Source: an optimization exercise on an open RTL-to-GDS flow (aim: small area and a short achievable clock period). Production flows keep margins and buffers that such runs may drop.
At most, simulation tests tie the RTL to the original design; equivalence was not proved.
The RTL of runs 1, 3 and 4 was laid out without a check of its function.
No activity file was given, so power comes from the tool's default toggle rates.

`design/flow/config.mk`:
```
export PLATFORM = sky130hd
export DESIGN_NAME = FpAdd
export DESIGN_NICKNAME = FpAdd
export VERILOG_FILES = /design/flow/design.v
export SDC_FILE = /design/flow/constraint.sdc
export NUM_CORES = 4
export LEC_CHECK = 0
export ABC_AREA = 1
export CAP_MARGIN = 20
export CORE_MARGIN = 2
export CORE_UTILIZATION = 40
export SLEW_MARGIN = 20
```
`design/flow/constraint.sdc`:
```
create_clock -name core_clock -period 10.0 [get_ports {iCLK}]
set_input_delay 2.0000 -clock core_clock [delete_from_list [all_inputs] [get_ports {iCLK}]]
set_output_delay 2.0000 -clock core_clock [all_outputs]
set_load 0.01 [all_outputs]
```
`design/flow/design.v`:
```
module FpAdd (
    input             iCLK,
    input      [26:0] iA,
    input      [26:0] iB,
    output reg [26:0] oSum
);
    wire [17:0] L;
    wire [16:0] Y;
    wire [5:0]  d;
    wire        flush, sub;
    wire [7:0]  L_e;
    wire        L_s;
    FpAdd_s1 u_s1 (.iA(iA), .iB(iB), .L(L), .Y(Y), .d(d), .flush(flush),
                   .sub(sub), .L_e(L_e), .L_s(L_s));
    reg [17:0] r_L;
    reg [16:0] r_Y;
    reg [5:0]  r_d;
    reg        r_flush;
    reg        r_sub;
    reg [7:0]  r_e;
    reg        r_s;
    always @(posedge iCLK) begin
        r_L     <= L;
        r_Y     <= Y;
        r_d     <= d;
        r_flush <= flush;
        r_sub   <= sub;
        r_e     <= L_e;
        r_s     <= L_s;
    end
    wire [20:0] sum;
    wire [4:0]  lz;
    wire        zero;
    FpAdd_s2 u_s2 (.L(r_L), .Y(r_Y), .d(r_d), .flush(r_flush), .sub(r_sub),
                   .L_e(r_e), .sum(sum), .lz(lz), .zero(zero));
    reg [20:0] q_sum;
    reg [4:0]  q_lz;
    reg [7:0]  q_e1;
    reg        q_s;
    reg        q_zero;
    always @(posedge iCLK) begin
        q_sum  <= sum;
        q_lz   <= lz;
        q_e1   <= r_e + 8'd1;
        q_s    <= r_s;
        q_zero <= zero;
    end
    wire [26:0] res;
    FpAdd_s3 u_s3 (.sum(q_sum), .lz(q_lz), .e1(q_e1), .sgn(q_s),
                   .zero(q_zero), .res(res));
    always @*
        oSum = res;
endmodule
module FpAdd_s1 (
    input  [26:0] iA,
    input  [26:0] iB,
    output [17:0] L,      
    output [16:0] Y,      
    output [5:0]  d,      
    output        flush,  
    output        sub,    
    output [7:0]  L_e,    
    output        L_s     
);
    wire        A_s = iA[26];
    wire [7:0]  A_e = iA[25:18];
    wire        B_s = iB[26];
    wire [7:0]  B_e = iB[25:18];
    wire pass = (A_e == 8'd0) | (B_e == 8'd0);
    wire [7:0]  dAB, dBA;
    wire        A_lt, B_lt;
    FpAdd_esub u_dAB (.a(A_e), .b(B_e), .d(dAB), .lt(A_lt));
    FpAdd_esub u_dBA (.a(B_e), .b(A_e), .d(dBA), .lt(B_lt));
    wire [7:0]  dd  = A_lt ? dBA : dAB;
    wire        tie = (A_e == B_e);
    wire A_larger = ~A_lt & (~tie | (iA[17:1] > iB[17:1]));
    assign L_s = A_larger ? A_s : B_s;
    assign L_e = A_lt ? B_e : A_e;
    assign L   = A_larger ? {iA[17:1], pass & iA[0]} : {iB[17:1], pass & iB[0]};
    assign Y   = A_larger ? iB[17:1] : iA[17:1];
    assign d     = dd[5:0];
    assign flush = pass | (dd > 8'd35);
    assign sub   = A_s ^ B_s;
endmodule
module FpAdd_esub (
    input  [7:0] a,
    input  [7:0] b,
    output [7:0] d,
    output       lt
);
    wire [7:0] p = a ^ ~b;
    reg  [8:0] G, P, Gn, Pn;
    integer k, m;
    always @* begin
        G = {a & ~b, 1'b1};
        P = {p, 1'b0};
        for (k = 1; k < 9; k = k * 2) begin
            Gn = G; Pn = P;
            for (m = k; m < 9; m = m + 1) begin
                Gn[m] = G[m] | (P[m] & G[m-k]);
                Pn[m] = P[m] & P[m-k];
            end
            G = Gn; P = Pn;
        end
    end
    assign d  = p ^ G[7:0];
    assign lt = ~G[8];
endmodule
module FpAdd_s2 (
    input  [17:0] L,
    input  [16:0] Y,
    input  [5:0]  d,
    input         flush,
    input         sub,
    input  [7:0]  L_e,
    output [20:0] sum,
    output reg [4:0] lz,
    output        zero
);
    wire [19:0] W = flush ? 20'd0 : ({1'b1, Y, 2'b00} >> d);
    reg  [15:0] M;
    integer i;
    always @*
        for (i = 0; i < 16; i = i + 1)
            M[i] = (d >= i + 3) & (d <= 6'd18);
    wire sticky = ~flush & (|(Y[15:0] & M) |
                            (d == 6'd19 & |Y[16:1]) |
                            (d >= 6'd20));
    wire [20:0] Lw  = {2'b01, L, 1'b0};
    wire [20:0] y   = {1'b0, W} ^ {21{sub}};
    wire        cin = sub & ~sticky;
    wire [20:0] p   = Lw ^ y;
    reg  [20:0] G, P, Gn, Pn;
    integer k, m;
    always @* begin
        G = Lw & y;
        P = p;
        for (k = 1; k < 21; k = k * 2) begin
            Gn = G; Pn = P;
            for (m = k; m < 21; m = m + 1) begin
                Gn[m] = G[m] | (P[m] & G[m-k]);
                Pn[m] = P[m] & P[m-k];
            end
            G = Gn; P = Pn;
        end
    end
    wire [20:0] c = {G[19:0] | (P[19:0] & {20{cin}}), cin};
    assign sum = p ^ c;
    integer j;
    always @* begin
        lz = 5'd21;
        for (j = 0; j < 21; j = j + 1)
            if (sum[j])
                lz = 5'd20 - j[4:0];
    end
    assign zero = (L_e == 8'd0) | (sum == 21'd0);
endmodule
module FpAdd_s3 (
    input  [20:0] sum,
    input  [4:0]  lz,
    input  [7:0]  e1,
    input         sgn,
    input         zero,
    output [26:0] res
);
    wire [20:0] norm = sum << lz;
    wire [7:0] t = e1;
    wire [4:0] e_lo;
    wire       e_b;
    FpAdd_sub5 u_elo (.a(t[4:0]), .b(lz), .d(e_lo), .lt(e_b));
    wire [7:0] e_out = {e_b ? t[7:5] - 3'd1 : t[7:5], e_lo};
    assign res = zero ? 27'd0 : {sgn, e_out, norm[19:2]};
endmodule
module FpAdd_sub5 (
    input  [4:0] a,
    input  [4:0] b,
    output [4:0] d,
    output       lt
);
    wire [4:0] p = a ^ ~b;
    reg  [5:0] G, P, Gn, Pn;
    integer k, m;
    always @* begin
        G = {a & ~b, 1'b1};
        P = {p, 1'b0};
        for (k = 1; k < 6; k = k * 2) begin
            Gn = G; Pn = P;
            for (m = k; m < 6; m = m + 1) begin
                Gn[m] = G[m] | (P[m] & G[m-k]);
                Pn[m] = P[m] & P[m-k];
            end
            G = Gn; P = Pn;
        end
    end
    assign d  = p ^ G[4:0];
    assign lt = ~G[5];
endmodule
```
`design/flow/flow/run.sh`:
```
#!/bin/bash
# Standard ORFS layout, with two changes: the port buffers are buf_2 cells
# instead of the delay-buffer cell buffer_ports picks by default, and
# repair_timing aims for 5.6 ns of setup slack.
export BUFFER_PORTS_ARGS="-buffer_cell sky130_fd_sc_hd__buf_2"
export SETUP_SLACK_MARGIN=5.6
bash standard.sh > standard.log 2>&1
```
`design/flow/standard.sh`:
```
#!/bin/bash
# synth_recipe.tcl (not shown) runs the flow's synth.tcl, then flattens the netlist and writes it again
# the make line also repeats each setting of config.mk as NAME=value (left out here)
make -C /OpenROAD-flow-scripts/flow DESIGN_CONFIG=/design/flow/config.mk WORK_HOME=/design/flow/orfs CLKGATE_MAP_FILE= SYNTH_SCRIPT=/design/flow/synth_recipe.tcl "${@:-finish}"
```
==> flow_metrics.env, run 1 <==
export IMPL_multiInputGateArea_sq_um=4980
export IMPL_antenna_found_initial=0
export IMPL_place_inst=1384
export IMPL_synthTopCellsByArea="dfxtp_1, nand2_1, ha_1"
export IMPL_cts_root_buffer="clkbuf_16"
export IMPL_powerDensity_nw_per_um2=247
export IMPL_crit_type="reg2reg"
export IMPL_start_util_pct=40.6
export IMPL_yosys_top_cells_count="nand2_1, inv_1, nor2_1"
export IMPL_ir_drop_uv=169
export IMPL_startpoint_type="flop"
export IMPL_ctsHoldBuffers=0
export IMPL_p_int_w=0.00109
export IMPL_drt_iter0_markers=394
export IMPL_finalSetupViolCount=0
export IMPL_die_h_um=139
export IMPL_p_clk_share_pct=16.5
export IMPL_hold_path_class="reg2reg"
export IMPL_min_period_ns=4.26
export IMPL_coreArea_sq_um=17900
export IMPL_rsz0062_at_grt="yes"
export IMPL_max_slew_margin_pct=53.5
export IMPL_synth_most_common_cell="nand2_1"
export IMPL_clk_latency_ns=0.36
export IMPL_synth_flop_cell="dfxtp_1"
export IMPL_h_tree_depth=3
export IMPL_comb_power_share_pct=58.8
export IMPL_layout_worst_path_cycle_share_pct=42.6
export IMPL_use_met3_pct=2.76
export IMPL_grtUsageMet1_pct=25.8
export IMPL_synth_edf_count=0
export IMPL_area_delta_synth_final_pct=16.4
export IMPL_clock_fmax_ghz=0.235
export IMPL_clk_pin_slew_ns=0.06
export IMPL_diodes=0
export IMPL_p_seq_share_pct=24.7
export IMPL_synthArstFlopShare_pct=0
export IMPL_cts_buffers=9
export IMPL_swShare_pct=47.7
export IMPL_cts_tree="yes"
export IMPL_yosysTopAreaCell="dfxtp_1"
export IMPL_required_ns=10.29
export IMPL_detail_route_antenna_nets=0
export IMPL_ios=82
export IMPL_grt_max_degree=36
export IMPL_grt_busiest_layer="met2"
export IMPL_syn_area_sq_um=7260
export IMPL_fin_tns_setup_ns=0
export IMPL_cts_sinks=87
export IMPL_yosysSeqAreaShare_pct=24.0
export IMPL_stdcell_count=1416
export IMPL_first_pass_iters=5
export IMPL_vias=7198
export IMPL_gr_total_overflow=0
export IMPL_drt_wl_total_um=19600
export IMPL_grt_pass1_vias=6645
export IMPL_dp_hpwl_um=15000
export IMPL_final_hold_viol_count=0
export IMPL_syn_avg_cell_area_sq_um=6.56
export IMPL_slew_viol_final=0
export IMPL_drc_errors=0
export IMPL_dieWidth_um=139
export IMPL_syn_inst=1106
export IMPL_worstMarginPinSlew_ns=0.692
export IMPL_wl_per_cell_um=13.8
export IMPL_synthDistinctLibCells=63
export IMPL_p_switching_w=0.000996
export IMPL_worstPathMaxFanout=15
export IMPL_p_leak_nw=4.22
export IMPL_crit_path_end_kind="flop"
export IMPL_rows=49
export IMPL_port_buffers=81
export IMPL_maxCapViolCount=0
export IMPL_total_power_w=0.00209
export IMPL_drive_gt1_share_pct=17.4
export IMPL_cp_arrival_ns=4.55
export IMPL_filler_cell_count=1858
export IMPL_cts_buffer_depth=2
export IMPL_utilization_pct=47.2
export IMPL_grt_pass1_wl_um=31700
export IMPL_synth_top_area_share_pct=24.0
export IMPL_track_usage_pct=19.9
export IMPL_die_area_sq_um=19200
export IMPL_skew_ns=0.0114
export IMPL_syn_num_nets=1223
export IMPL_place_gp_congestion=0.952
export IMPL_yosysWarnings=4
export IMPL_status="timing/DRC/antenna clean"
export IMPL_nets=1299
export IMPL_avgViaCountPerCell=5.08
export IMPL_met2_usage_pct=34.2
export IMPL_ys_seq_elements=87
export IMPL_seq_area_sq_um=1760
[state kept, by name, summed over array words and instances, names as in the netlist]
name     cells
r_s          1
r_sub        1
r_Y         17
r_L         18
q_sum       20
q_zero       1
q_s          1
q_e1         8
r_flush      1
r_d          6
q_lz         5
r_e          8
[logic make-up (layout without fill, tap and decap cells)]
family	count (synthesis)	after routing	share of synthesized area, %
muxes	12	12	1.69
and+or+nand+nor	504	506	30.0
DFF	87	87	24.0
AOI/OAI and AO/OA	219	219	18.0
xor gates and xnor gates	42	42	5.58
adders and majority gates	62	62	10.9
buffers and inverters	180	259	9.82
[final timing paths]
check | startpoint | endpoint | slack, ns | cells past startpoint
worst min-delay path | r_s | q_s | 0.36 | 0
worst max register to register | r_d[0] | q_zero | 5.74 | 25
worst max-delay path | r_d[0] | q_zero | 5.74 | 25
worst min register to register | r_s | q_s | 0.36 | 0
[layer usage]
| layer | part of all wire (%) | up-vias |
|---|---|---|
| met4 | 2.1 | 0 |
| met3 | 3.5 | 29 |
| met2 | 47 | 173 |
| met5 | 0 | - |
| met1 | 48 | 3204 |
| li1 | - | 3792 |
[area by class of cell]
| type | count | share of cell area, % |
|---|---|---|
| repair inverters | 1 | 0.0888 |
| inverters | 146 | 6.65 |
| clock inverters | 6 | 0.814 |
| repair buffers | 96 | 6.60 |
| clock buffers | 10 | 2.71 |
| well taps | 229 | 3.39 |
| flip-flops and latches | 87 | 20.8 |
| multi-input cells | 841 | 58.9 |
[timing repair]
item                                    CTS  global route
setup buffers                             6             6
endpoints found under the setup margin   61            42
resized for setup                        26            30
cloned                                    3             1
pin swaps                                 7             9
[layout by cell type (no fill, tap or decap), drive strengths merged, types with 5 or more instances in the layout]
master / Yosys / layout
clkinv: 3 / 5
nor3: 13 / 13
buf: 10 / 93
xor2: 34 / 34
ha: 60 / 60
nor2: 98 / 98
mux2i: 10 / 10
a21oi: 70 / 70
nand2: 304 / 306
o22ai: 11 / 11
nand4: 6 / 6
or2: 5 / 5
nand3: 66 / 66
a31oi: 5 / 5
xnor2: 8 / 8
dfxtp: 87 / 87
clkbuf: 24 / 13
inv: 143 / 145
o21ai: 88 / 88
nor4: 7 / 7
o211ai: 10 / 10
[critical path, stage by stage, from the launching register on]
cell and delay [ns]:
dfxtp_4 0.37, buf_12 0.15, o21ai_0 0.39, mux2i_1 0.25, nand2_1 0.11, nand2_1 0.09
o221ai_1 0.19, a32o_1 0.16, nand2_1 0.08, xor2_1 0.17, ha_1 0.36, nand2_1 0.08
inv_1 0.08, a221oi_2 0.29, nand2_2 0.12, nand2_2 0.09, nand2_4 0.06, a21boi_4 0.25
o21ai_4 0.10, xnor2_2 0.16, inv_2 0.05, nor2_1 0.12, nand2_1 0.13, nor2_1 0.15
nand2_1 0.08, o21ai_2 0.12
[power groups by stage]
stage	Clock [W]	Combinational (W)	Sequential (W)
after floorplan	0	0.000883	0.000478
after global placement	0	0.00114	0.000528
after detailed placement	0	0.00114	0.000527
after CTS	0.000352	0.00118	0.000518
after global routing	0.000367	0.00139	0.000525
final	0.000344	0.00123	0.000516
[per-stage QoR]
| stage | hold slack [ns] | area, sq um | setup slack (ns) |
|---|---|---|---|
| floorplan | 0.310 | 7270 | 5.61 |
| global placement | 0.347 | 7810 | 4.54 |
| detailed placement | 0.336 | 7810 | 4.49 |
| CTS | 0.348 | 8270 | 5.61 |
| global route | 0.356 | 8450 | 5.53 |
| finish | 0.359 | 8450 | 5.74 |
==> inputs of run 2 (changes only) <==
--- a/design/flow/design.v
+++ b/design/flow/design.v
@@ -35,18 +35,18 @@
                    .L_e(r_e), .sum(sum), .lz(lz), .zero(zero));
     reg [20:0] q_sum;
     reg [4:0]  q_lz;
-    reg [7:0]  q_e1;
+    reg [7:0]  q_e;
     reg        q_s;
     reg        q_zero;
     always @(posedge iCLK) begin
         q_sum  <= sum;
         q_lz   <= lz;
-        q_e1   <= r_e + 8'd1;
+        q_e    <= r_e;
         q_s    <= r_s;
         q_zero <= zero;
     end
     wire [26:0] res;
-    FpAdd_s3 u_s3 (.sum(q_sum), .lz(q_lz), .e1(q_e1), .sgn(q_s),
+    FpAdd_s3 u_s3 (.sum(q_sum), .lz(q_lz), .L_e(q_e), .sgn(q_s),
                    .zero(q_zero), .res(res));
     always @*
         oSum = res;
@@ -158,13 +158,13 @@
 module FpAdd_s3 (
     input  [20:0] sum,
     input  [4:0]  lz,
-    input  [7:0]  e1,
+    input  [7:0]  L_e,
     input         sgn,
     input         zero,
     output [26:0] res
 );
     wire [20:0] norm = sum << lz;
-    wire [7:0] t = e1;
+    wire [7:0] t = L_e + 8'd1;
     wire [4:0] e_lo;
     wire       e_b;
     FpAdd_sub5 u_elo (.a(t[4:0]), .b(lz), .d(e_lo), .lt(e_b));
==> design/flow/flow/run.sh (replaced) <==
#!/bin/bash
# Standard ORFS layout, with two changes: the port buffers are buf_1 cells
# instead of the delay-buffer cell buffer_ports picks by default, and
# repair_timing aims for 5.6 ns of setup slack.
export BUFFER_PORTS_ARGS="-buffer_cell sky130_fd_sc_hd__buf_1"
export SETUP_SLACK_MARGIN=5.6
bash standard.sh > standard.log 2>&1
==> run 2 against run 1 <==
Compared with the run above:
- area after synthesis is 1.2% lower
- highest routed layer unchanged
- die area is 1.2% lower
- still clean
- non-clock buffer count is 1 lower
- worst setup slack worse by 0.051 ns
- register-to-register slack better by 0.22 ns
==> flow_metrics.env, run 2 <==
export IMPL_status="timing/DRC/antenna clean"
export IMPL_layout_worst_path_cycle_share_pct=43.1
export IMPL_cts_root_buffer="clkbuf_16"
export IMPL_ff2ff_setup_slack_ns=5.96
export IMPL_cts_tree="yes"
export IMPL_yosys_area_share_xor_xnor_pct=5.58
export IMPL_yosysWarnings=4
export IMPL_synthMuxAreaShare_pct=0.698
export IMPL_final_hold_viol_count=0
export IMPL_clock_fmax_ghz=0.232
export IMPL_post_place_ws_ns=4.21
export IMPL_dieWidth_um=138
export IMPL_synthDistinctLibCells=52
export IMPL_fin_tns_setup_ns=0
export IMPL_synthArstFlopShare_pct=0
export IMPL_antenna_found_initial=0
export IMPL_skew_ns=0.0108
export IMPL_synth_most_common_cell="nand2_1"
export IMPL_worstMarginPinSlew_ns=0.778
export IMPL_cp_arrival_ns=2.31
export IMPL_min_period_ns=4.31
export IMPL_first_pass_iters=5
export IMPL_start_util_pct=41.2
export IMPL_synth_top_area_share_pct=24.3
export IMPL_place_gp_congestion=0.948
export IMPL_drt_wl_total_um=19100
export IMPL_utilization_pct=46.8
export IMPL_r2r_end="q_lz[3]"
export IMPL_yosysSeqAreaShare_pct=24.3
export IMPL_synth_flop_cell="dfxtp_1"
export IMPL_ir_drop_uv=138
export IMPL_rows=48
export IMPL_h_tree_depth=3
export IMPL_avgViaCountPerCell=5.00
export IMPL_synth_edf_count=0
export IMPL_hp_start="r_e[6]"
export IMPL_synth_top_family_by_area="simple AND/OR/NAND/NOR gates"
export IMPL_syn_num_nets=1245
export IMPL_yosysTopAreaCell="dfxtp_1"
export IMPL_crit_type="reg2out"
export IMPL_max_slew_margin_pct=48.0
export IMPL_dp_hpwl_um=15100
export IMPL_drive_gt1_share_pct=7.55
export IMPL_die_area_sq_um=19000
export IMPL_required_ns=8.00
export IMPL_finalSetupViolCount=0
export IMPL_ys_seq_elements=87
export IMPL_track_usage_pct=20.2
export IMPL_r2r_start="r_d[1]"
export IMPL_drt_iter0_markers=353
export IMPL_grt_pass1_vias=6370
export IMPL_clk_pin_slew_ns=0.06
export IMPL_slew_viol_final=0
export IMPL_reg2reg_depth=26
export IMPL_yosys_area_share_simple_pct=29.5
export IMPL_clk_latency_ns=0.35
export IMPL_top_regs="q_sum (20), r_L (18), r_Y (17)"
export IMPL_hold_path_end="q_e[6]"
export IMPL_grt_max_degree=38
export IMPL_vias=7150
export IMPL_ios=82
export IMPL_diodes=0
export IMPL_final_common_cell="nand2_1"
export IMPL_syn_avg_cell_area_sq_um=6.35
export IMPL_nets=1318
export IMPL_cts_buffers=9
export IMPL_filler_cell_count=1915
export IMPL_synth_adder_area_share_pct=10.9
export IMPL_crit_path_end_kind="primary output"
export IMPL_largest_register_ffs=20
export IMPL_coreArea_sq_um=17400
export IMPL_total_power_w=0.00191
export IMPL_die_h_um=138
export IMPL_hold_depth=0
export IMPL_gr_total_overflow=0
export IMPL_area_delta_synth_final_pct=13.8
export IMPL_rsz0062_at_grt="yes"
export IMPL_drc_errors=0
export IMPL_powerDensity_nw_per_um2=234
export IMPL_port_buffers=81
export IMPL_syn_area_sq_um=7170
export IMPL_grt_pass1_wl_um=30500
export IMPL_final_setup_worst_slack_ns=5.69
export IMPL_top_register="q_sum"
export IMPL_cts_sinks=87
export IMPL_worstPathMaxFanout=4
export IMPL_maxCapViolCount=0
export IMPL_syn_inst=1129
export IMPL_detail_route_antenna_nets=0
export IMPL_ctsHoldBuffers=0
export IMPL_cts_buffer_depth=2
export IMPL_synthTopCellsByArea="dfxtp_1, nand2_1, ha_1"
export IMPL_wl_per_cell_um=13.3
export IMPL_mostFrequentLayoutCells="nand2_1, inv_1, o21ai_0"
export IMPL_startpoint_type="flop"
export IMPL_synth_compound_area_share_pct=18.5
export IMPL_p_leak_nw=3.94
export IMPL_yosys_top_cells_count="nand2_1, inv_1, o21ai_0"
export IMPL_hold_path_class="reg2reg"
## run 2: cell count changes after synthesis, moves of 5 or more
cell     delta
mux2i_1     -5
inv_2       -9
nand4_1     +5
nand2_1    +36
buf_2       +7
xor2_1      +5
nand2_2     -8
o21ai_0    +31
inv_1      +19
a21oi_1    -16
nor2_1     -12
o22ai_1     -5
## run 2: kinds of logic (layout without fill, tap and decap cells)
| group | after synthesis | count (layout) |
|---|---|---|
| XOR/XNOR | 44 | 44 |
| adder cells (fa/ha/maj) | 61 | 61 |
| multiplexers | 5 | 5 |
| AO/OA/AOI/OAI | 230 | 230 |
| AND/OR/NAND/NOR | 509 | 510 |
| flip-flops | 87 | 87 |
| buffers and inverters | 193 | 269 |
## run 2: worst max path at each step
stage                     to    from  slack (ns)
finish              oSum[25]  q_e[0]        5.69
global placement      r_L[3]  iA[23]        4.44
global route        oSum[25]  q_e[0]        5.57
floorplan            r_flush  iA[20]        5.83
CTS                  q_lz[3]  r_d[1]        5.61
detailed placement   r_L[10]  iA[23]        4.21
## run 2: area by class of cell
class                           count  area, sq um  area share (%)
Timing Repair Buffer               95          418            5.12
Timing Repair inverter              4         25.0           0.307
Tap cell                          225          282            3.45
Clock buffer                        9          225            2.76
Clock inverter                      6         67.6           0.828
Multi-Input combinational cell    850         4770            58.5
Inverter                          155          606            7.42
Sequential cell                    87         1770            21.6
## run 2: layer usage
| layer | vias to the layer above | part of all wire [%] | track usage [%] |
|---|---|---|---|
| met4 | 0 | 3.5 | 9.81 |
| li1 | 3832 | - | - |
| met1 | 3107 | 46 | 25.6 |
| met3 | 44 | 3.5 | 2.52 |
| met5 | - | 0 | 0 |
| met2 | 167 | 47 | 34.0 |
## run 2: report_power, final
part | total [W] | switching [W] | internal [W]
Clock | 0.000329 | 0.000136 | 0.000193
Sequential | 0.000525 | 0.0000913 | 0.000434
Combinational | 0.00105 | 0.000675 | 0.000380
Total | 0.00191 | 0.000902 | 0.00101
## run 2: worst max-delay path: stages, from the launching register on
cell     delay (ns)
dfxtp_2        0.38
ha_4           0.22
ha_4           0.24
a21o_1         0.19
a21oi_2        0.15
nor2_1         0.06
nor2_1         0.09
inv_1          0.06
a21oi_2        0.16
nand2_1        0.09
o21ai_1        0.13
a21oi_1        0.05
buf_2          0.14
## run 2: timing repair
item | CTS | global route
gates cloned | 2 | 3
gates resized for setup | 18 | 34
buffers inserted | 3 | 10
pin swaps | 0 | 10
endpoints found under the setup margin | 55 | 34
## run 2: metrics by stage
stage	std cells	hold slack, ns	instance area, sq um
3_5_place_dp	1398	0.338	7590
6_report	1431	0.349	8160
2_1_floorplan	1129	0.310	7170
4_1_cts	1418	0.350	7970
3_3_place_gp	1398	0.335	7590
5_1_grt	1431	0.361	8160
==> inputs of run 3 (changes only) <==
--- a/design/flow/design.v
+++ b/design/flow/design.v
@@ -6,16 +6,16 @@
 );
     wire [17:0] L;
     wire [16:0] Y;
-    wire [5:0]  d;
-    wire        flush, sub;
+    wire [7:0]  d;
+    wire        pass, sub;
     wire [7:0]  L_e;
     wire        L_s;
-    FpAdd_s1 u_s1 (.iA(iA), .iB(iB), .L(L), .Y(Y), .d(d), .flush(flush),
+    FpAdd_s1 u_s1 (.iA(iA), .iB(iB), .L(L), .Y(Y), .d(d), .pass(pass),
                    .sub(sub), .L_e(L_e), .L_s(L_s));
     reg [17:0] r_L;
     reg [16:0] r_Y;
-    reg [5:0]  r_d;
-    reg        r_flush;
+    reg [7:0]  r_d;
+    reg        r_pass;
     reg        r_sub;
     reg [7:0]  r_e;
     reg        r_s;
@@ -23,7 +23,7 @@
         r_L     <= L;
         r_Y     <= Y;
         r_d     <= d;
-        r_flush <= flush;
+        r_pass  <= pass;
         r_sub   <= sub;
         r_e     <= L_e;
         r_s     <= L_s;
@@ -31,22 +31,22 @@
     wire [20:0] sum;
     wire [4:0]  lz;
     wire        zero;
-    FpAdd_s2 u_s2 (.L(r_L), .Y(r_Y), .d(r_d), .flush(r_flush), .sub(r_sub),
+    FpAdd_s2 u_s2 (.L(r_L), .Y(r_Y), .d(r_d), .pass(r_pass), .sub(r_sub),
                    .L_e(r_e), .sum(sum), .lz(lz), .zero(zero));
     reg [20:0] q_sum;
     reg [4:0]  q_lz;
-    reg [7:0]  q_e;
+    reg [7:0]  q_e1;
     reg        q_s;
     reg        q_zero;
     always @(posedge iCLK) begin
         q_sum  <= sum;
         q_lz   <= lz;
-        q_e    <= r_e;
+        q_e1   <= r_e + 8'd1;
         q_s    <= r_s;
         q_zero <= zero;
     end
     wire [26:0] res;
-    FpAdd_s3 u_s3 (.sum(q_sum), .lz(q_lz), .L_e(q_e), .sgn(q_s),
+    FpAdd_s3 u_s3 (.sum(q_sum), .lz(q_lz), .e1(q_e1), .sgn(q_s),
                    .zero(q_zero), .res(res));
     always @*
         oSum = res;
@@ -56,8 +56,8 @@
     input  [26:0] iB,
     output [17:0] L,      
     output [16:0] Y,      
-    output [5:0]  d,      
-    output        flush,  
+    output [7:0]  d,      
+    output        pass,   
     output        sub,    
     output [7:0]  L_e,    
     output        L_s     
@@ -66,7 +66,7 @@
     wire [7:0]  A_e = iA[25:18];
     wire        B_s = iB[26];
     wire [7:0]  B_e = iB[25:18];
-    wire pass = (A_e == 8'd0) | (B_e == 8'd0);
+    assign pass = (A_e == 8'd0) | (B_e == 8'd0);
     wire [7:0]  dAB, dBA;
     wire        A_lt, B_lt;
     FpAdd_esub u_dAB (.a(A_e), .b(B_e), .d(dAB), .lt(A_lt));
@@ -78,8 +78,7 @@
     assign L_e = A_lt ? B_e : A_e;
     assign L   = A_larger ? {iA[17:1], pass & iA[0]} : {iB[17:1], pass & iB[0]};
     assign Y   = A_larger ? iB[17:1] : iA[17:1];
-    assign d     = dd[5:0];
-    assign flush = pass | (dd > 8'd35);
+    assign d     = dd;
     assign sub   = A_s ^ B_s;
 endmodule
 module FpAdd_esub (
@@ -109,23 +108,24 @@
 module FpAdd_s2 (
     input  [17:0] L,
     input  [16:0] Y,
-    input  [5:0]  d,
-    input         flush,
+    input  [7:0]  d,
+    input         pass,
     input         sub,
     input  [7:0]  L_e,
     output [20:0] sum,
     output reg [4:0] lz,
     output        zero
 );
-    wire [19:0] W = flush ? 20'd0 : ({1'b1, Y, 2'b00} >> d);
+    wire        flush = pass | (d > 8'd35);
+    wire [19:0] W = flush ? 20'd0 : ({1'b1, Y, 2'b00} >> d[5:0]);
     reg  [15:0] M;
     integer i;
     always @*
         for (i = 0; i < 16; i = i + 1)
-            M[i] = (d >= i + 3) & (d <= 6'd18);
+            M[i] = (d[5:0] >= i + 3) & (d[5:0] <= 6'd18);
     wire sticky = ~flush & (|(Y[15:0] & M) |
-                            (d == 6'd19 & |Y[16:1]) |
-                            (d >= 6'd20));
+                            (d[5:0] == 6'd19 & |Y[16:1]) |
+                            (d[5:0] >= 6'd20));
     wire [20:0] Lw  = {2'b01, L, 1'b0};
     wire [20:0] y   = {1'b0, W} ^ {21{sub}};
     wire        cin = sub & ~sticky;
@@ -158,13 +158,13 @@
 module FpAdd_s3 (
     input  [20:0] sum,
     input  [4:0]  lz,
-    input  [7:0]  L_e,
+    input  [7:0]  e1,
     input         sgn,
     input         zero,
     output [26:0] res
 );
     wire [20:0] norm = sum << lz;
-    wire [7:0] t = L_e + 8'd1;
+    wire [7:0] t = e1;
     wire [4:0] e_lo;
     wire       e_b;
     FpAdd_sub5 u_elo (.a(t[4:0]), .b(lz), .d(e_lo), .lt(e_b));
==> design/flow/flow/run.sh (replaced) <==
#!/bin/bash
# Standard ORFS layout, with two changes: the port buffers are buf_2 cells
# instead of the delay-buffer cell buffer_ports picks by default, and
# repair_timing aims for 5.6 ns of setup slack.
export BUFFER_PORTS_ARGS="-buffer_cell sky130_fd_sc_hd__buf_2"
export SETUP_SLACK_MARGIN=5.6
bash standard.sh > standard.log 2>&1
==> run 3 against run 2 <==
Compared with the run above:
- still clean
- global-route usage is 0.29 points higher
- combinational power is about 20% higher
- worst setup slack better by 0.015 ns
- clock skew is 0.0026 ns lower
- first-iteration DRC count is 38% higher
- die area is 0.71% higher
- utilization is 1.0 points higher
- clock-buffer cell count stayed put
- final cell count is 0.63% lower
- flip-flop and latch count is 2 higher
- area after synthesis is 0.73% higher
- routed wire length is 4.9% higher
- critical path type unchanged
- largest power group unchanged
==> flow_metrics.env, run 3 <==
export IMPL_slew_viol_final=0
export IMPL_diodes=0
export IMPL_die_h_um=138
export IMPL_synth_edf_count=0
export IMPL_ios=82
export IMPL_design_area_sq_um=8540
export IMPL_crit_path_start="q_lz[1]"
export IMPL_filler_cell_count=1867
export IMPL_track_usage_pct=20.5
export IMPL_nets=1305
export IMPL_rows=49
export IMPL_h_tree_depth=3
export IMPL_r2r_start="r_d[1]"
export IMPL_grt_max_degree=37
export IMPL_drt_iter0_markers=486
export IMPL_hold_path_class="reg2reg"
export IMPL_gr_total_overflow=0
export IMPL_yosysTopAreaCell="dfxtp_1"
export IMPL_utilization_pct=47.9
export IMPL_min_period_ns=4.29
export IMPL_final_setup_worst_slack_ns=5.71
export IMPL_whs_ns=0.359
export IMPL_synth_top_family_by_area="simple AND/OR/NAND/NOR gates"
export IMPL_synth_flop_cell="dfxtp_1"
export IMPL_port_buffers=81
export IMPL_crit_type="reg2out"
export IMPL_fin_tns_setup_ns=0
export IMPL_r2r_end="q_lz[4]"
export IMPL_worstPathMaxFanout=5
export IMPL_required_ns=8.00
export IMPL_avgViaCountPerCell=5.12
export IMPL_dieWidth_um=138
export IMPL_largest_register_ffs=20
export IMPL_yosysSeqAreaShare_pct=24.7
export IMPL_die_area_sq_um=19100
export IMPL_syn_area_sq_um=7220
export IMPL_cp_arrival_ns=2.29
export IMPL_skew_ns=0.00822
export IMPL_critPathMaxStageDelay_ns=0.37
export IMPL_worstMarginPinSlew_ns=0.635
export IMPL_cts_sinks=89
export IMPL_finalSetupViolCount=0
export IMPL_synth_compound_area_share_pct=17.3
export IMPL_yosys_area_share_xor_xnor_pct=5.44
export IMPL_final_common_cell="nand2_1"
export IMPL_status="timing/DRC/antenna clean"
export IMPL_drive_gt1_share_pct=17.9
export IMPL_final_hold_viol_count=0
export IMPL_post_place_ws_ns=4.96
export IMPL_place_gp_congestion=0.954
export IMPL_antenna_found_initial=0
export IMPL_yosys_area_share_simple_pct=30.7
export IMPL_max_slew_margin_pct=57.5
export IMPL_wl_per_cell_um=14.1
export IMPL_startpoint_type="flop"
export IMPL_start_util_pct=40.5
export IMPL_synth_adder_area_share_pct=10.9
export IMPL_first_pass_iters=5
export IMPL_maxCapViolCount=0
export IMPL_critical_path_cell_chain="clkinvlp_4, ha_4, a21o_1, a21oi_2, nor2_1, nor2_1, inv_1, a21oi_2, inv_2, nor2_2, o21ai_1, a21oi_1, buf_2"
export IMPL_cts_buffer_depth=2
export IMPL_synthDistinctLibCells=60
export IMPL_dp_hpwl_um=15500
export IMPL_ys_seq_elements=89
export IMPL_yosys_top_cells_count="nand2_1, inv_1, nor2_1"
export IMPL_vias=7276
export IMPL_grt_pass1_vias=6807
export IMPL_ff2ff_setup_slack_ns=5.90
export IMPL_syn_num_nets=1215
export IMPL_p_leak_nw=4.21
export IMPL_drt_wl_total_um=20000
export IMPL_synthArstFlopShare_pct=0
export IMPL_cts_tree="yes"
export IMPL_cts_buffers=9
export IMPL_clk_pin_slew_ns=0.07
export IMPL_syn_inst=1098
export IMPL_crit_slowest_cell="dfxtp_4"
export IMPL_drc_errors=0
export IMPL_clk_latency_ns=0.35
export IMPL_rsz0062_at_grt="yes"
export IMPL_clock_fmax_ghz=0.233
export IMPL_crit_end="oSum[25]"
export IMPL_top_regs="q_sum (20), r_L (18), r_Y (17)"
export IMPL_synthMuxAreaShare_pct=1.56
export IMPL_layout_worst_path_cycle_share_pct=42.9
export IMPL_synth_top_area_share_pct=24.7
export IMPL_postPlaceCellArea_sq_um=7790
export IMPL_syn_avg_cell_area_sq_um=6.58
export IMPL_area_delta_synth_final_pct=18.3
export IMPL_reg2reg_depth=25
export IMPL_cts_root_buffer="clkbuf_16"
export IMPL_yosysWarnings=4
export IMPL_crit_path_end_kind="primary output"
export IMPL_top_register="q_sum"
export IMPL_ir_drop_uv=171
export IMPL_synth_most_common_cell="nand2_1"
export IMPL_powerDensity_nw_per_um2=246
export IMPL_grt_pass1_wl_um=32700
export IMPL_detail_route_antenna_nets=0
export IMPL_synthTopCellsByArea="dfxtp_1, nand2_1, ha_1"
export IMPL_coreArea_sq_um=17800
export IMPL_mostFrequentLayoutCells="nand2_1, inv_1, nor2_1"
## run 3: how the worst min path moves through the flow
| stage | startpoint | to | slack (ns) | cells after the start |
|---|---|---|---|---|
| after floorplan | r_s | q_s | 0.31 | 0 |
| after global placement | r_s | q_s | 0.35 | 0 |
| after detailed placement | r_s | q_s | 0.35 | 0 |
| after CTS | r_s | q_s | 0.35 | 0 |
| after global routing | r_s | q_s | 0.37 | 0 |
| final | r_s | q_s | 0.36 | 0 |
## run 3: layer usage
metal	wire, um	part of all wire [%]	track usage, %
met5	0	0	0
met4	528	2.6	7.20
met3	766	3.8	2.77
met2	9480	47	34.8
met1	9260	46	26.8
## run 3: worst max-delay path, delay by kind of cell, from the launching register on
kind            cells  cell delay (ns)
fa+ha+maj           1             0.25
simple gates        3             0.23
flops               1             0.37
compound gates      5             0.72
buf+inv             4             0.38
## run 3: kinds of logic after synthesis
group / after synthesis
XOR/XNOR: 44
multiplexers: 11
AO/OA/AOI/OAI: 209
buffers and inverters: 169
AND/OR/NAND/NOR: 514
flip-flops: 89
adder cells (fa/ha/maj): 62
## run 3: cell type report
type	instances	area, sq um	share of cell area (%)
clock buffer	9	225	2.64
clock inverter	7	68.8	0.806
inverter	135	524	6.14
multi-input combinational	841	4910	57.5
sequential	89	1800	21.0
tap	229	287	3.35
timing repair buffer	110	719	8.42
timing repair inverter	2	10.0	0.117
## run 3: power by group
group / switching [W] / internal, W
registers: 0.0000675 / 0.000444
clock network: 0.000155 / 0.000175
logic: 0.000782 / 0.000477
total: 0.00100 / 0.00110
## run 3: per-stage QoR
step                      std cells  total power [W]
after global routing           1422          0.00230
after global placement         1379          0.00167
after floorplan                1098          0.00136
after CTS                      1402          0.00204
after detailed placement       1379          0.00167
final                          1422          0.00210
## run 3: repair_timing
| item | in CTS | in global routing |
|---|---|---|
| endpoints found under the hold margin | 0 | 0 |
| gates cloned | 3 | 3 |
| pin swaps | 0 | 18 |
| hold buffers | 0 | 0 |
| buffers inserted | 4 | 17 |
| endpoints found under the setup margin | 54 | 44 |
| gates resized for setup | 13 | 49 |
==> inputs of run 4 (changes only) <==
==> design/flow/flow/run.sh (replaced) <==
#!/bin/bash
# Standard ORFS layout, with two changes: the port buffers are buf_2 cells
# instead of the delay-buffer cell buffer_ports picks by default, and
# repair_timing aims for 5.3 ns of setup slack.
export BUFFER_PORTS_ARGS="-buffer_cell sky130_fd_sc_hd__buf_2"
export SETUP_SLACK_MARGIN=5.3
bash standard.sh > standard.log 2>&1
==> run 4 against run 3 <==
Compared with the run above:
- still clean on timing, DRC and antenna
- synthesized cell count stayed put
- clock-buffer cell count stayed put
- combinational power is 6% lower
- sequential share of layout area is 0.76 points higher
- area after synthesis stayed put
- register-to-register slack worse by 0.30 ns
- final area is 4.0% lower
- critical path type unchanged
- largest cell class unchanged
==> flow_metrics.env, run 4 <==
export IMPL_die_area_sq_um=19100
export IMPL_cts_sinks=89
export IMPL_nets=1288
export IMPL_coreArea_sq_um=17800
export IMPL_path_delay_family="compound AO/OA/AOI/OAI gates"
export IMPL_yosysTopAreaCell="dfxtp_1"
export IMPL_synth_edf_count=0
export IMPL_critPathMaxStageDelay_ns=0.43
export IMPL_worstPathMaxFanout=12
export IMPL_powerDensity_nw_per_um2=249
export IMPL_ys_seq_elements=89
export IMPL_largest_register_ffs=20
export IMPL_dp_hpwl_um=15500
export IMPL_drive_gt1_share_pct=14.9
export IMPL_synthTopCellsByArea="dfxtp_1, nand2_1, ha_1"
export IMPL_routed_top_layer="met4"
export IMPL_track_usage_pct=20.2
export IMPL_critical_path_cell_chain="clkinvlp_4, ha_1, a21o_1, a21oi_2, nor2_1, nor2_1, inv_1, a21oi_1, inv_1, nor2_1, o21ai_0, a21oi_1, buf_2"
export IMPL_clk_pin_slew_ns=0.07
export IMPL_vias=7166
export IMPL_ir_drop_uv=164
export IMPL_cts_buffers=9
export IMPL_grt_max_degree=72
export IMPL_min_period_ns=4.59
export IMPL_top_regs="q_sum (20), r_L (18), r_Y (17)"
export IMPL_dr_wl_met3_um=686
export IMPL_rsz0062_at_grt="yes"
export IMPL_syn_area_sq_um=7220
export IMPL_yosys_top_cells_count="nand2_1, inv_1, nor2_1"
export IMPL_place_gp_congestion=0.954
export IMPL_mostFrequentLayoutCells="nand2_1, inv_1, nor2_1"
export IMPL_synth_most_common_cell="nand2_1"
export IMPL_clk_latency_ns=0.35
export IMPL_cpMostUsedCell="nor2_1"
export IMPL_yosysSeqAreaShare_pct=24.7
export IMPL_crit_type="reg2out"
export IMPL_cts_root_buffer="clkbuf_16"
export IMPL_ios=82
export IMPL_filler_cell_count=1903
export IMPL_yosysWarnings=4
export IMPL_cts_tree="yes"
export IMPL_design_area_sq_um=8200
export IMPL_crit_path_start="q_lz[1]"
export IMPL_status="timing/DRC/antenna clean"
export IMPL_area_delta_synth_final_pct=13.6
export IMPL_worstMarginPinSlew_ns=0.605
export IMPL_first_pass_iters=5
export IMPL_port_buffers=81
export IMPL_rows=49
export IMPL_dieWidth_um=138
export IMPL_start_util_pct=40.5
export IMPL_drt_wl_total_um=19200
export IMPL_diodes=0
export IMPL_die_h_um=138
export IMPL_top_register="q_sum"
export IMPL_synth_flop_cell="dfxtp_1"
export IMPL_final_common_cell="nand2_1"
export IMPL_startpoint_type="flop"
export IMPL_h_tree_depth=3
export IMPL_drc_errors=0
export IMPL_crit_slowest_cell="dfxtp_4"
export IMPL_finalSetupViolCount=0
export IMPL_met1Wirelength_um=9110
export IMPL_synthDistinctLibCells=60
export IMPL_slew_viol_final=0
export IMPL_crit_path_end_kind="primary output"
export IMPL_fin_tns_setup_ns=0
export IMPL_synth_top_area_share_pct=24.7
export IMPL_required_ns=8.00
export IMPL_multiInputGateArea_sq_um=4790
export IMPL_post_place_ws_ns=4.96
export IMPL_avgViaCountPerCell=5.10
export IMPL_layout_worst_path_cycle_share_pct=45.9
export IMPL_stdcell_count=1405
export IMPL_clock_fmax_ghz=0.218
export IMPL_antenna_found_initial=0
export IMPL_grt_pass1_vias=6728
export IMPL_r2r_start="r_d[1]"
export IMPL_seq_area_sq_um=1790
export IMPL_grt_pass1_wl_um=32100
export IMPL_final_hold_viol_count=0
export IMPL_gr_total_overflow=0
export IMPL_postPlaceCellArea_sq_um=7790
export IMPL_synthArstFlopShare_pct=0
export IMPL_p_leak_nw=4.05
export IMPL_hold_path_class="reg2reg"
export IMPL_hp_start="r_s"
export IMPL_syn_avg_cell_area_sq_um=6.58
export IMPL_detail_route_antenna_nets=0
export IMPL_wl_met2_um=8940
export IMPL_max_slew_margin_pct=59.5
export IMPL_wl_per_cell_um=13.6
export IMPL_cts_buffer_depth=2
export IMPL_syn_num_nets=1215
export IMPL_maxCapViolCount=0
export IMPL_cp_arrival_ns=2.59
export IMPL_worst_path_buf_inv=4
export IMPL_final_setup_worst_slack_ns=5.41
export IMPL_drt_iter0_markers=484
export IMPL_place_inst=1379
export IMPL_skew_ns=0.00764
export IMPL_syn_inst=1098
[run 4: cell counts after synthesis]
No cell type changed its count.
[run 4: logic make-up after synthesis]
kind of cell | count (synthesis) | share of synthesized area, %
buffers and inverters | 169 | 9.39
AO/OA/AOI/OAI | 209 | 17.3
AND/OR/NAND/NOR | 514 | 30.7
flip-flops | 89 | 24.7
multiplexers | 11 | 1.56
adder cells (fa/ha/maj) | 62 | 10.9
XOR/XNOR | 44 | 5.44
[run 4: area by class of cell]
class,instances,share of cell area [%]
well taps,229,3.49
inverters,135,6.34
repair inverters,2,0.122
clock inverters,7,0.839
multi-input cells,840,58.4
clock buffers,9,2.75
flip-flops and latches,89,21.8
repair buffers,94,6.24
[run 4: routing by layer]
layer  up-vias  track usage (%)
li1       3778                -
met1      3174             26.6
met2       181             33.8
met3        33             2.77
met4         0             7.20
met5         -                0
[run 4: path summary, 6_finish.rpt]
| path | to | slack, ns | depth (start not counted) |
|---|---|---|---|
| setup / recovery | oSum[25] | 5.41 | 13 |
| hold / removal | q_s | 0.36 | 0 |
| setup reg to reg | q_lz[4] | 5.60 | 25 |
| hold reg to reg | q_s | 0.36 | 0 |
[run 4: through the flow]
stage	util (%)	power, W	hold slack [ns]
2_1_floorplan	-	0.00136	0.310
3_3_place_gp	43.7	0.00167	0.352
3_5_place_dp	43.7	0.00167	0.346
4_1_cts	45.6	0.00202	0.355
5_1_grt	46.0	0.00224	0.371
6_report	46.0	0.00204	0.360
[run 4: report_power, final]
group          switching, W  leakage, nW  internal, W
Combinational      0.000754         3.16     0.000440
Sequential        0.0000719        0.749     0.000444
Clock              0.000155        0.138     0.000175
[run 4: what timing repair did]
item	CTS	global route
setup endpoints to repair	5	41
setup buffers	3	5
cloned	2	0
hold buffers	0	0
pin swaps	0	0
gates resized for setup	5	10

-- separate check: timing with driven ports --
Ports are ideal in the flow. The routed layouts listed here were re-timed in OpenROAD. Step 1 (the two cells are an assumption about what drives the block):
set clk [get_ports {iCLK}]
set_driving_cell -lib_cell sky130_fd_sc_hd__clkbuf_16 $clk
set_driving_cell -lib_cell sky130_fd_sc_hd__buf_2 [delete_from_list [all_inputs] $clk]
Step 2 moves the port delays by t, midway between the first and last clock arrival at a register: inputs arrive t later, outputs are due t later. That takes back most of the time a late clock gives input paths. Three values: no drivers, after step 1, after step 2; two values: the first two.
run | shift t [ns] | setup slack, ns | latest minus earliest clock arrival (ns) | pins driven straight from the clock port
run 1 | 0.392 | 5.742 / 5.722 / 5.396 | 0.012 / 0.012 | 1
run 2 | 0.388 | 5.691 / 5.648 / 5.481 | 0.011 / 0.011 | 1
run 3 | 0.386 | 5.706 / 5.668 / 5.418 | 0.009 / 0.010 | 1
run 4 | 0.387 | 5.410 / 5.371 / 5.238 | 0.009 / 0.009 | 1
After both steps every run listed still meets setup and hold. For run 1, which loses most, drivers alone change the setup slack by -0.020 ns; drivers and shift together by -0.346 ns.
